What follows belongs to an exercise in optimizing a design on an open flow for a short achievable clock period and few clock cycles; a production flow would make more cautious choices. Only simulation tests tie the RTL to the original design; equivalence was not proved.

Setup of the baseline:
## projectCPU2022
module projectCPU2022(
  clk,
  rst,
  wrEn,
  data_fromRAM,
  addr_toRAM,
  data_toRAM
);
input clk, rst;
input wire [15:0] data_fromRAM;
output wire [15:0] data_toRAM;
output wire wrEn;
output wire [12:0] addr_toRAM;
localparam LB = 6;             
localparam N  = 1 << LB;
localparam TB = 13 - LB;       
localparam K  = 32;            
localparam OP_ADD = 3'd0, OP_NOR = 3'd1, OP_SRL = 3'd2, OP_RRL = 3'd3,
           OP_CMP = 3'd4, OP_BZ = 3'd5, OP_CP2W = 3'd6, OP_CPFW = 3'd7;
reg [15:0] W;
reg        dv;         
reg [12:0] dpc;
reg [15:0] dins;
reg        dind;       
reg        dopv;       
reg [15:0] dopval;
reg        mv;         
reg [2:0]  mop;
reg [12:0] mpc;
reg [12:0] mea;
reg        mind;
reg        mmem;       
reg [15:0] mval;
reg        m_st;       
reg        m_st4;      
reg        ev;         
reg [2:0]  eop;
reg [12:0] epc;
reg [12:0] eea;
reg        eind;
reg        emem;       
reg [15:0] eval;
reg        e_st;       
reg        e_st4;      
reg        e_bz;       
reg        e_add, e_nor, e_srl, e_rrl, e_cmp, e_cp2w, e_alu;    
reg        e_bzm;      
reg        e_bzz;      
reg        m_wmod, m_cp2w_c;    
reg        e_wmod, e_cp2w_c;    
reg        q_we;       
reg [12:0] q_a;
reg [15:0] q_d;
reg        q_fetch;
reg        a_v;        
reg        a_fetch;
reg [12:0] a_a;
reg        a_fw;       
reg [15:0] a_fwd;
reg        s0v, s1v;   
reg [12:0] s0a, s1a;
reg [15:0] s0d, s1d;
reg        lsv;        
reg [12:0] lsa;
reg [15:0] lsd;
reg        pv;         
reg [12:0] pa;
reg [15:0] pd;
reg [12:0] fpc;        
reg [12:0] fa;         
reg [12:0] fa1;        
reg        fa_miss;    
reg [N-1:0] fpc_oh;
reg [N-1:0] fa1_oh;
reg [N-1:0] mval_oh;
reg [N-1:0] eval_oh;
reg [12:0] sh4;        
reg        sh4v;
reg [N-1:0]     lv;
reg [N*TB-1:0]  ltag;
reg [N*16-1:0]  lins;
reg [N-1:0]     lind;     
reg [N-1:0]     lopv;
reg [N*16-1:0]  lopval;
function [N-1:0] dec;
  input [LB-1:0] i;
  begin
    dec = {{(N-1){1'b0}}, 1'b1} << i;
  end
endfunction
function [N-1:0] rotl;
  input [N-1:0] x;
  begin
    rotl = {x[N-2:0], x[N-1]};
  end
endfunction
function [12:0] padd13;
  input [12:0] a;
  input [12:0] b;
  reg [12:0] g, p, g2, p2;
  integer k, d;
  begin
    g = a & b;
    p = a ^ b;
    for (d = 1; d < 13; d = d * 2) begin
      g2 = g; p2 = p;
  ...
clock: 6.0 ns
lec_check: 0
abc_clock_period_in_ps: 3000
cap_margin: 20
core_margin: 2
core_utilization: 32
setup_slack_margin: 2.5
slew_margin: 20
tns_end_percent: 5
run.sh (not shown) runs the stock make flow with config.mk's settings and CLKGATE_MAP_FILE= SYNTH_SCRIPT=/design/flow/synth_recipe.tcl, a recipe that flattens the netlist after the stock synthesis.
Stage in which a tool error killed the baseline: 5_1_grt.
Testbench counts of the baseline, summed over its fixed seeds: cycles 422,570.
Input-level comparison between the candidate and the baseline:
# the baseline
export LEC_CHECK = 0
export ABC_CLOCK_PERIOD_IN_PS = 3000
export CAP_MARGIN = 20
export CORE_MARGIN = 2
export CORE_UTILIZATION = 32
export SETUP_SLACK_MARGIN = 2.5
export SLEW_MARGIN = 20
export TNS_END_PERCENT = 5
create_clock -name core_clock -period 6.0 [get_ports {clk}]
# the candidate
export LEC_CHECK = 0
export ABC_CLOCK_PERIOD_IN_PS = 3000
export CAP_MARGIN = 20
export CORE_MARGIN = 2
export CORE_UTILIZATION = 40
export SETUP_SLACK_MARGIN = 2.5
export SLEW_MARGIN = 20
export TNS_END_PERCENT = 5
create_clock -name core_clock -period 6.0 [get_ports {clk}]
- For the candidate, the flow was terminated by a tool error in 5_1_grt and produced no final design.
- Routability congestion estimate from global placement for the candidate: about 7% up relative to the baseline
- The placed cell area of the candidate falls short of that of the baseline by about 3%.
- The candidate against the baseline: instance count after placement with tap cells included went down about 7%; horizontal die dimension went down about 10%.
- The candidate -> the baseline: synthesized cell area delta 0, exact match
- Lower placement row count among the baseline and the candidate: the candidate
